This design comes from an exercise in tuning for small area, a short achievable clock period and few clock cycles on the open sky130 flow, not from production work. Function was checked by simulation only, so behaviour that the tests miss may differ from the original. Power figures rest on the tool's default switching activity, not on a simulated workload.

==> flow/design.v, too long to show whole: its modules and the start of the top module <==
// module M1: 758 lines
module M1 (
		input logic clk,
		input logic reset,
		input logic M1_start,
		input logic [15:0] SRAM_read_data,
		output logic [17:0] M1_SRAM_Address,
		output logic [15:0] M1_SRAM_write_data,
		output logic M1_Status,
		output logic M1_SRAM_we_n
);
  // ...
==> flow/run.sh <==
#!/bin/bash
# synth_recipe.tcl (not shown) runs the flow's synth.tcl, then flattens the netlist and writes it again
# the make line also repeats each setting of config.mk as NAME=value (left out here)
make -C /OpenROAD-flow-scripts/flow DESIGN_CONFIG=/design/flow/config.mk WORK_HOME=/design/flow/orfs CLKGATE_MAP_FILE= SYNTH_SCRIPT=/design/flow/synth_recipe.tcl finish
==> flow/config.mk <==
export PLATFORM = sky130hd
export DESIGN_NAME = M1
export DESIGN_NICKNAME = M1
export VERILOG_FILES = /design/flow/design.v
export SDC_FILE = /design/flow/constraint.sdc
export NUM_CORES = 4
export LEC_CHECK = 0
export CAP_MARGIN = 20
export CORE_MARGIN = 2
export CORE_UTILIZATION = 75
export CTS_CLUSTER_DIAMETER = 100
export CTS_CLUSTER_SIZE = 24
export SLEW_MARGIN = 20
==> flow/constraint.sdc <==
create_clock -name core_clock -period 13.0 [get_ports {clk}]
set_input_delay 2.6000 -clock core_clock [delete_from_list [all_inputs] [get_ports {clk}]]
set_output_delay 2.6000 -clock core_clock [all_outputs]
set_load 0.01 [all_outputs]
==> load_flow_metrics.sql, run 1 <==
INSERT INTO impl_metrics (metric_group, metric, value, unit) VALUES
('run_status', 'run_status', 'timing/DRC/antenna clean', ''),
('timing', 'period_needed', '4.97', 'ns'),
('drt', 'top_signal_layer_used', 'met4', ''),
('grt', 'grt_overflow_total', '0', ''),
('yosys', 'synth-async-reset-ratio', '0.0611', ''),
('timing', 'totalNegativeSetupSlack', '0', 'ns'),
('layout', 'postLayoutCoreUtil', '0.810', ''),
('floorplan', 'die_x', '185', 'µm'),
('drt', 'drc', '0', ''),
('critical_path', 'top_cell_family_by_delay_on_the_critical_path', 'adder cells', ''),
('critical_path', 'timing_worst_setup_path_type', 'reg -> reg', ''),
('timing', 'slew-limit-headroom', '0.349', ''),
('layout', 'area.share.sequential', '0.361', ''),
('layout', 'clock_cell_area_share', '0.0211', ''),
('layout', 'multi_input_gates', '1430', ''),
('power_and_ir_drop', 'p_comb', '0.00875', 'mW'),
('drt', 'detailroute.wirelength.met2', '26.1', 'mm'),
('cts', 'htreeDepth', '1', ''),
('place', 'routability_congestion', '0.975', ''),
('power_and_ir_drop', 'switchingPower', '0.372', 'mW'),
('min_path', 'timing.hold.worst.start', 'qv$_DFFE_PP_', ''),
('drt', 'drt_first_pass_iters', '5', ''),
('layout', 'clockBufferCount', '31', ''),
('layout', 'fillerInstances', '1998', ''),
('drt', 'routed_wl', '54.3', 'mm'),
('layout', 'most-common-layout-cells', 'inv_1, ha_1, edfxtp_1', ''),
('floorplan', 'number_of_i_o_pins', '55', ''),
('grt', 'met3_usage', '0.0530', ''),
('drt', 'route.vias.total', '16336', ''),
('min_path', 'timing.hold.worst.class', 'reg -> reg', ''),
('yosys', 'synthMuxAreaShare', '0.0402', ''),
('place', 'dpl_worst_slack', '8.09', 'ns'),
('min_path', 'holdPathEnd', 'res[0]$_DFFE_PP_', ''),
('yosys', 'postSynthNetCount', '2701', ''),
('yosys', 'synthTopCellsByArea', 'edfxtp_1, fa_1, ha_1', ''),
('layout', 'multi_input_combinational_area_share', '0.515', ''),
('yosys', 'synth_simple_gate_area_share', '0.0903', ''),
('power_and_ir_drop', 'power_clock', '0.651', 'mW'),
('critical_path', 'setup.reg_to_reg.worst_slack', '8.03', 'ns'),
('timing', 'period_share', '0.382', '');
Testbench counts, summed over its fixed seeds: cycles 1,165,026.
==> inputs of run 2 (changes only) <==
--- a/flow/design.v
+++ b/flow/design.v
@@ -9,37 +9,36 @@
 		output logic [15:0] M1_SRAM_write_data,
 		output logic M1_Status,
 		output logic M1_SRAM_we_n
 );
 localparam logic [17:0] U_START_ADDRESS = 18'd38400, V_START_ADDRESS = 18'd57600,
                         RGB_START_ADDRESS = 18'd146944;
 logic        idle, done;  
 logic [9:0]  pq;          
-logic [8:0]  lq;          
+logic [13:0] lq;          
 logic        dummy;       
 logic        first;       
 logic [6:0]  k;           
 logic [15:0] yc;          
 logic [17:0] ra;          
-logic        chv;         
 logic        start_r;
-logic [7:0]  wu0, wu1, wu2, wu3, wu4, wu5, bufu;
-logic [7:0]  wv0, wv1, wv2, wv3, wv4, wv5, bufv;
+logic [7:0]  w0, w1, w2, w3, w4, w5, w6, w7, w8, w9, w10, w11;   
+logic [7:0]  bufu, bufv;  
 logic [7:0]  yb;          
 logic [7:0]  yl;          
 logic [22:0] yt;          
 logic [8:0]  pu, pv;      
 logic        qu, qv;      
 logic [8:0]  pa, pb, pc;  
-logic [10:0] ft;          
-logic [37:0] res;         
+logic [20:0] ft;          
+logic [70:0] res;         
 logic [7:0]  b0h;
-wire l0 = lq[0], l1 = lq[1], l2 = lq[2], l3 = lq[3], l4 = lq[4];
-wire l5 = lq[5], l6 = lq[6], l7 = lq[7], l8 = lq[8];
+wire l0 = lq[0], l1 = lq[1], l2 = lq[2], l3 = lq[3], l4 = lq[4], l5 = lq[5], l6 = lq[6];
+wire l7 = lq[7], l8 = lq[8], l9 = lq[9], l10 = lq[10], l11 = lq[11], l12 = lq[12], l13 = lq[13];
 wire p0 = pq[0], p1 = pq[1], p2 = pq[2], p3 = pq[3], p4 = pq[4];
 wire p5 = pq[5], p6 = pq[6], p7 = pq[7], p8 = pq[8], p9 = pq[9];
 logic inrow;       
 logic tail;        
 logic to_lead;     
 always_ff @(posedge clk) begin
 	inrow <= (k <= 7'd77);
 	tail <= (k == 7'd80);
@@ -649,112 +648,104 @@
 wire fs_139 = ~(pc[8]);
 wire fs_140 = pc[8];
 wire [17:0] fs_ra = {1'b1, 1'b1, fs_138, fs_136, fs_134, fs_132, fs_130, fs_128, fs_126, fs_124, fs_122, fs_120, fs_118, fs_116, fs_114, fs_112, fs_110, 1'b1};
 wire [17:0] fs_rb = {1'b0, fs_140, fs_139, fs_137, fs_135, fs_133, fs_131, fs_129, fs_127, fs_125, fs_123, fs_121, fs_119, fs_117, fs_115, fs_113, fs_111, fs_109};
 function automatic [7:0] clip(input [10:0] s);
 	clip = s[10] ? 8'd0 : (|s[9:8]) ? 8'd255 : s[7:0];
 endfunction
 wire rq_u = res[1], rq_v = res[0];
-wire [10:0] s_r = res[37:27] + {10'd0, res[26]};
-wire [10:0] s_g = res[25:15] + {10'd0, res[14]};
-wire [10:0] s_b = res[13:3] + {10'd0, res[2]};
+wire [10:0] s_r = res[70:60] + res[59:49] + {10'd0, res[48]};
+wire [10:0] s_g = res[47:37] + res[36:26] + {10'd0, res[25]};
+wire [10:0] s_b = res[24:14] + res[13:3] + {10'd0, res[2]};
 wire [7:0] c_r = rq_v ? 8'd0 : clip(s_r);
 wire [7:0] c_g = (rq_u | rq_v) ? 8'd0 : clip(s_g);
 wire [7:0] c_b = rq_u ? 8'd0 : clip(s_b);
 wire nx_rd_y = p2 | p6;
-wire nx_rd_u = p0 | (p9 & to_lead) | l3;
-wire nx_rd_v = p1 | l0 | l4;
+wire nx_rd_u = p9 | l7 | l13;
+wire nx_rd_v = p1 | l0 | l8;
 wire nx_wr_cur  = ~dummy & ~tail & (p5 | p7 | p8);
-wire nx_wr_prev = ~first & ((p9 & ~to_lead) | p3 | p4 | l8);
+wire nx_wr_prev = ~first & (p0 | p3 | p4);
 wire nx_wr   = nx_wr_cur | nx_wr_prev;
-wire [1:0] uv_d = {p0 | p1, l3 | l4};
+wire [1:0] uv_d = {(p9 & ~to_lead) | p1 | l13, l7 | l8};
 wire [17:0] uv_base = (nx_rd_u ? U_START_ADDRESS : V_START_ADDRESS) + {16'd0, uv_d};
 wire [17:0] nx_uva = uv_base + {3'd0, yc[15:1]};
 always_ff @(posedge clk) begin
 	if (nx_rd_y)                  M1_SRAM_Address <= {2'b00, yc};
 	else if (nx_rd_u | nx_rd_v)   M1_SRAM_Address <= nx_uva;
 	else                          M1_SRAM_Address <= ra;
 	if (p3 | p7)      M1_SRAM_write_data <= {b0h, c_r};
 	else if (p4 | p8) M1_SRAM_write_data <= {c_g, c_b};
 	else                      M1_SRAM_write_data <= {c_r, c_g};
 	M1_SRAM_we_n <= ~nx_wr;
 	M1_Status <= (p4 & tail) | (done & M1_Status);
 end
 always_ff @(posedge clk or negedge reset) begin
 	if (~reset) begin
-		start_r <= 1'b0; idle <= 1'b1; done <= 1'b0; pq <= 10'd0; lq <= 9'd0;
+		start_r <= 1'b0; idle <= 1'b1; done <= 1'b0; pq <= 10'd0; lq <= 14'd0;
 	end else begin
 		start_r <= M1_start;
 		if (idle) begin
 			if (start_r) begin idle <= 1'b0; pq <= 10'b0001000000; end
 		end else begin
 			if (p9 & to_lead) pq <= 10'd0;
 			else if (p5 & tail) begin pq <= 10'd0; done <= 1'b1; end
-			else if (l8) pq <= 10'd1;
+			else if (l13) pq <= 10'd1;
 			else pq <= {pq[8:0], pq[9]};
-			lq <= {lq[7:0], p9 & to_lead};
+			lq <= {lq[12:0], p9 & to_lead};
 		end
 	end
 end
 always_ff @(posedge clk) begin
-	chv <= p2 | p6;
 	if (nx_rd_y) yc <= yc + 16'd1;
 	if (nx_wr) ra <= ra + 18'd1;
 	if (idle) begin
 		dummy <= 1'b1; first <= 1'b1; k <= 7'd0;
 		yc <= 16'd0; ra <= RGB_START_ADDRESS;
 	end else begin
 		if (p5 & ~dummy) first <= 1'b0;
 		if (p9) begin
 			if (to_lead) begin dummy <= 1'b0; k <= 7'd0; end
 			else k <= k + 7'd1;
 		end
 	end
 end
-wire shu     = p3 | p9 | l2 | l3 | l4 | l5 | l6 | l7;
-wire shu_bus = (p3 & inrow) | l2 | l6;
-wire shu_buf = (p9 & inrow) | l5 | l7;
-wire shv     = p4 | p9 | l3 | l4 | l5 | l6 | l7 | l8;
-wire shv_bus = (p4 & inrow) | l3 | l7;
-wire shv_buf = (p9 & inrow) | l6 | l8;
-wire [7:0] nu = shu_bus ? SRAM_read_data[15:8] : shu_buf ? bufu : wu5;
-wire [7:0] nv = shv_bus ? SRAM_read_data[15:8] : shv_buf ? bufv : wv5;
+wire ins_bu  = (p2 & inrow) | l2 | l10;      
+wire ins_bv  = (p4 & inrow) | l3 | l11;      
+wire ins_fu  = (p2 & ~inrow) | p6 | l8 | l12;
+wire ins_fv  = (p4 & ~inrow) | p8 | l9 | l13;
+wire ins_rep = l4 | l5 | l6 | l7;
+wire shw = ins_bu | ins_bv | ins_fu | ins_fv | ins_rep;
+wire [7:0] nw = (ins_bu | ins_bv) ? SRAM_read_data[15:8] : ins_fu ? bufu : ins_fv ? bufv : w10;
 always_ff @(posedge clk) begin
-	if (shu) begin wu0 <= wu1; wu1 <= wu2; wu2 <= wu3; wu3 <= wu4; wu4 <= wu5; wu5 <= nu; end
-	if (shu_bus) bufu <= SRAM_read_data[7:0];
-	if (shv) begin wv0 <= wv1; wv1 <= wv2; wv2 <= wv3; wv3 <= wv4; wv4 <= wv5; wv5 <= nv; end
-	if (shv_bus) bufv <= SRAM_read_data[7:0];
+	if (shw) begin
+		w0 <= w1; w1 <= w2; w2 <= w3; w3 <= w4; w4 <= w5; w5 <= w6;
+		w6 <= w7; w7 <= w8; w8 <= w9; w9 <= w10; w10 <= w11; w11 <= nw;
+	end
+	if (ins_bu) bufu <= SRAM_read_data[7:0];
+	if (ins_bv) bufv <= SRAM_read_data[7:0];
 end
-wire [7:0] fa = chv ? wv0 : wu0;
-wire [7:0] fb = chv ? wv1 : wu1;
-wire [7:0] fc = chv ? wv2 : wu2;
-wire [7:0] fd = chv ? wv3 : wu3;
-wire [7:0] fe = chv ? wv4 : wu4;
-wire [7:0] ff = chv ? wv5 : wu5;
 always_ff @(posedge clk) begin
-	pa <= {1'b0, fa} + {1'b0, ff};
-	pb <= {1'b0, fb} + {1'b0, fe};
-	pc <= {1'b0, fc} + {1'b0, fd};
+	pa <= {1'b0, w0} + {1'b0, w10};
+	pb <= {1'b0, w2} + {1'b0, w8};
+	pc <= {1'b0, w4} + {1'b0, w6};
 end
-wire ld_even = p0 | p6;
-wire [8:0] nu9 = ld_even ? {1'b0, wu2} : fir_t[8:0];
-wire [8:0] nv9 = ld_even ? {1'b0, wv2} : fir_t[8:0];
+wire ld_eu = p0 | p6;
+wire ld_ev = p3 | p7;
+wire [8:0] nu9 = ld_eu ? {1'b0, w4} : fir_t[8:0];
+wire [8:0] nv9 = ld_ev ? {1'b0, w4} : fir_t[8:0];
 wire [8:0]  fs_lo = {1'b0, fs_ra[7:0]} + {1'b0, fs_rb[7:0]};
 wire [16:0] sr_lo = {1'b0, sr_ra[15:0]} + {1'b0, sr_rb[15:0]};
 wire [16:0] sg_lo = {1'b0, sg_ra[15:0]} + {1'b0, sg_rb[15:0]};
 wire [16:0] sb_lo = {1'b0, sb_ra[15:0]} + {1'b0, sb_rb[15:0]};
-wire [10:0] sr_hi = sr_ra[26:16] + sr_rb[26:16];
-wire [10:0] sg_hi = sg_ra[26:16] + sg_rb[26:16];
-wire [10:0] sb_hi = sb_ra[26:16] + sb_rb[26:16];
-wire [9:0]  fir_t = ft[10:1] + {9'd0, ft[0]};
-wire [9:0]  fs_hi = fs_ra[17:8] + fs_rb[17:8];
+wire [9:0]  fir_t = ft[20:11] + ft[10:1] + {9'd0, ft[0]};
 always_ff @(posedge clk) begin
-	ft <= {fs_hi, fs_lo[8]};
-	if (ld_even | p4 | p8) begin pu <= nu9; qu <= ~ld_even & fir_t[9]; end
-	if (ld_even | p5 | p9) begin pv <= nv9; qv <= ~ld_even & fir_t[9]; end
+	ft <= {fs_ra[17:8], fs_rb[17:8], fs_lo[8]};
+	if (ld_eu | p4 | p8) begin pu <= nu9; qu <= ~ld_eu & fir_t[9]; end
+	if (ld_ev | p5 | p9) begin pv <= nv9; qv <= ~ld_ev & fir_t[9]; end
 	if (p5 | p9) begin yb <= SRAM_read_data[15:8]; yl <= SRAM_read_data[7:0]; end
 	else if (p4 | p8) yb <= yl;
 	if (p3 | p5 | p7 | p9) yt <= yt_s[24:2];
-	if (p0 | p4 | p6 | p8) res <= {sr_hi, sr_lo[16], sg_hi, sg_lo[16], sb_hi, sb_lo[16], qu, qv};
+	if (p0 | p4 | p6 | p8) res <= {sr_ra[26:16], sr_rb[26:16], sr_lo[16], sg_ra[26:16], sg_rb[26:16], sg_lo[16],
+	                                          sb_ra[26:16], sb_rb[26:16], sb_lo[16], qu, qv};
 	if (p5 | p9) b0h <= c_b;
 end
 endmodule
==> run 2 against run 1 <==
  * Still clean on timing, DRC and antenna
  * Clock power up 6.3%
  * Flip-flop and latch count up 40
  * Core utilization about the same
  * Synthesized area down 0.19%
==> load_flow_metrics.sql, run 2 <==
INSERT INTO impl_metrics (metric_group, metric, value, unit) VALUES
('yosys', 'most_frequently_used_flop_master_after_synthesis', 'edfxtp_1', ''),
('yosys', 'synth_simple_gate_area_share', '0.0824', ''),
('drt', 'drtIter0Drc', '1205', ''),
('drt', 'routed_wire_length_per_instance', '19.8', 'µm'),
('floorplan', 'die_x', '185', 'µm'),
('cts', 'htreeDepth', '1', ''),
('yosys', 'yosys.area.top_type', 'edfxtp_1', ''),
('cts', 'clockBufferDepth', '3', ''),
('min_path', 'timing.hold.worst.class', 'reg -> reg', ''),
('timing', 'worst_slew_pin_slew', '1.12', 'ns'),
('floorplan', 'die_h', '185', 'µm'),
('cts', 'clkSlewWorstSetupHoldPaths', '0.10', 'ns'),
('grt', 'first_global_vias', '16214', ''),
('cts', 'clkLatencyLatePin', '0.55', 'ns'),
('power_and_ir_drop', 'peak_ir_drop_on_the_vdd_network', '0.0930', 'mV'),
('yosys', 'yosys.area.top_type_share', '0.300', ''),
('yosys', 'synthMuxAreaShare', '0.0145', ''),
('place', 'placed_cells_incl_taps', '2633', ''),
('cts', 'cts.repair_timing.setup_buffer_count', '0', ''),
('floorplan', 'rows', '66', ''),
('layout', 'finish.net_count', '2666', ''),
('yosys', 'synthesis.yosys.warnings', '1', ''),
('timing', 'totalNegativeSetupSlack', '0', 'ns'),
('drt', 'antenna_violating_nets_post_route', '0', ''),
('place', 'routability_congestion', '0.948', ''),
('critical_path', 'timing_worst_setup_path_type', 'reg -> out', ''),
('place', 'dp.final_hpwl', '41.7', 'mm'),
('grt', 'groute.usage.overall', '0.319', ''),
('cts', 'cts_hold_buf', '0', ''),
('cts', 'root_buffer', 'clkbuf_16', ''),
('floorplan', 'core_region_area', '32500', 'µm²'),
('timing', 'slew-limit-headroom', '0.247', ''),
('grt', 'grt_overflow_total', '0', ''),
('cts', 'clock_sink_count', '400', ''),
('critical_path', 'worst_ep_arrival_time', '1.45', 'ns'),
('timing', 'rsz0062_at_grt', 'no', ''),
('grt', 'antenna_found_initial', '0', ''),
('critical_path', 'cp_cell_sequence', 'clkdlybuf4s50_1', ''),
('layout', 'final_common_cell', 'inv_1', ''),
('drt', 'drc', '0', ''),
('yosys', 'postSynthNetCount', '2617', ''),
('timing', 'fmaxAchievable', '0.247', 'GHz'),
('yosys', 'number_of_enable_flip_flop_cells_after_synthesis', '246', ''),
('floorplan', 'fp.dieArea', '34300', 'µm²'),
('critical_path', 'critical_path.max_stage_delay', '0.56', 'ns'),
('drt', 'routed_wl', '52.9', 'mm'),
('layout', 'final_cell_count_no_fill', '2669', ''),
('floorplan', 'number_of_i_o_pins', '55', ''),
('yosys', 'synth-seq-cells', '400', ''),
('yosys', 'yosysMostFrequentCell', 'inv_1', ''),
('power_and_ir_drop', 'power_leakage', '11.3', 'nW'),
('critical_path', 'endpoint_kind', 'output port', ''),
('layout', 'regMostFlops', 'res', ''),
('yosys', 'synthXorXnorAreaFrac', '0.0330', ''),
('layout', 'drive_gt1_frac', '0.0301', ''),
('yosys', 'synthesis.instances', '2164', ''),
('yosys', 'synth_top_family_by_area', 'adder cells', ''),
('critical_path', 'critical_path_buf_inv_count', '1', ''),
('cts', 'cts_resized', '0', ''),
('power_and_ir_drop', 'report.power.total', '2.03', 'mW'),
('layout', 'largest_register_ffs', '67', ''),
('grt', 'grt_max_degree', '80', ''),
('cts', 'clock_tree_from_tritoncts', 'done', ''),
('layout', 'area.growth.synth_to_final', '6.53', '%'),
('timing', 'hold_viol', '0', ''),
('cts', 'tritoncts.num_buffers', '20', ''),
('timing', 'fin_worst_skew', '0.0189', 'ns'),
('yosys', 'yosysUniqueCellTypes', '68', ''),
('run_status', 'run_status', 'timing/DRC/antenna clean', ''),
('critical_path', 'critical_path.startpoint_type', 'flip-flop', ''),
('timing', 'setup_viol_count_final', '0', ''),
('place', 'portBuffers', '54', ''),
('drt', 'drt_first_pass_iters', '5', ''),
('layout', 'top_regs', 'res: 67 flops, yt: 23 flops', ''),
('critical_path', 'crit_path_max_fanout', '1', ''),
('timing', 'slew_viol_final', '0', ''),
('timing', 'period_needed', '4.05', 'ns'),
('grt', 'grt_pass1_wl', '83.9', 'mm'),
('flow_run', 'maxCapViolations', '0', ''),
('critical_path', 'worst_ep_required_time', '10.40', 'ns'),
('drt', 'avgViaCountPerCell', '5.91', ''),
('yosys', 'synth-compound-area-share', '0.0857', ''),
('yosys', 'synth-async-reset-ratio', '0.0675', ''),
('layout', 'num_antenna_cells', '0', ''),
('yosys', 'mappedNetlistArea', '24700', 'µm²'),
('yosys', 'synth.yosys.seq_area_share', '0.430', ''),
('layout', 'most-common-layout-cells', 'inv_1, edfxtp_1, ha_1', ''),
('yosys', 'post_synth_adder_cell_area', '0.284', ''),
('yosys', 'synthTopCellsByArea', 'edfxtp_1, fa_1, ha_1', ''),
('critical_path', 'top_cell_family_by_delay_on_the_critical_path', 'buffers and inverters', ''),
('yosys', 'synth_top_cells_by_count', 'inv_1, edfxtp_1, ha_1', ''),
('yosys', 'synth_area_per_cell', '11.4', 'µm²'),
('drt', 'route.vias.total', '15775', ''),
('timing', 'period_share', '0.312', ''),
('critical_path', 'crit_path_top_delay_cell', 'clkdlybuf4s50_1', ''),
('power_and_ir_drop', 'power_density', '77.4', 'nW/µm²'),
('floorplan', 'floorplan.initialDensity', '0.760', '');
## run 2: cell types whose count changed after synthesis, moves of 18 or more
cell and change:
xnor2_1 -31, mux2_2 -52, nand2_1 -18, edfxtp_1 +29, o21ai_1 +35, o21ai_0 -20
## run 2: layout make-up
class	instances	area, µm²
inverter	426	1600
tap	442	553
clock buffer	33	549
timing repair buffer	61	588
fill	1957	6190
clock inverter	3	28.8
multi-input combinational	1304	12300
sequential	400	10600
## run 2: layer usage
metal / up-vias / global-route usage / share of wire
li1: 7312 / - / -
met1: 7744 / 0.438 / 0.42
met2: 602 / 0.537 / 0.48
met3: 117 / 0.0387 / 0.070
met4: 0 / 0.105 / 0.031
met5: - / 0 / 0
## run 2: stage by stage
stage / hold slack [ns] / cell area [µm²] / util / setup WS (ns)
after floorplan: 0.364 / 24700 / - / 9.25
after detailed placement: 0.393 / 25700 / 0.792 / 8.98
after global placement: 0.388 / 25700 / 0.791 / 9.07
final: 0.418 / 26300 / 0.809 / 8.95
after global routing: 0.425 / 26300 / 0.809 / 8.92
after CTS: 0.412 / 26300 / 0.809 / 8.94
## run 2: kinds of logic (layout without fill, tap and decap cells)
family / after synthesis / after routing
flops: 400 / 400
xor+xnor: 93 / 93
fa+ha+maj: 434 / 434
compound gates: 333 / 333
mux: 33 / 33
buf+inv: 460 / 523
simple gates: 411 / 411
## run 2: where the power goes
group | internal [mW] | switching, mW | leakage (nW)
sequential | 1.33 | 0.0000767 | 3.26
combinational | 0.00467 | 0.00353 | 7.78
clock | 0.296 | 0.396 | 0.279
total | 1.63 | 0.400 | 11.3
## run 2: worst paths after layout
path / from / endpoint / slack (ns) / cells after the start
worst max-delay path: M1_SRAM_Address[15]$_DFF_P_ / M1_SRAM_Address[15] / 8.95 / 1
worst min-delay path: w7[1]$_DFFE_PP_ / w6[1]$_DFFE_PP_ / 0.42 / 0
worst max register to register: pv[6]$_DFFE_PP_ / res[48]$_DFFE_PP_ / 9.11 / 12
worst min register to register: w7[1]$_DFFE_PP_ / w6[1]$_DFFE_PP_ / 0.42 / 0
max in group asynchronous: reset / idle$_DFF_PN1_ / 10.57 / 1
min in group asynchronous: reset / pq[1]$_DFFE_PN0N_ / 2.04 / 1
Testbench counts of run 2, summed over its fixed seeds: cycles 1,172,226.

afterwards: timing with drivers on the ports:
No port has a modelled driver above. Below, the same layouts with a new extraction and two added sets of constraints. Step 1: set_driving_cell puts a clkbuf_16 on clk and a buf_2 on each other input, an assumption about the parent block. Step 2, shift: input delay + t, output delay - t, t = (earliest + latest rising clock arrival at the registers) / 2. This alone moves slack from input paths to output paths. Slacks: ideal ports / drivers / drivers and shift; pairs: ideal ports / drivers.
| run | shift t [ns] | setup WS [ns] | worst setup path at the end | latest minus earliest clock arrival (ns) |
|---|---|---|---|---|
| run 1 | 0.583 | 8.031 / 8.031 / 8.031 | register to register | 0.015 / 0.015 |
| run 2 | 0.593 | 8.948 / 8.892 / 9.109 | register to register | 0.019 / 0.019 |
After both steps every run listed still meets setup and hold.
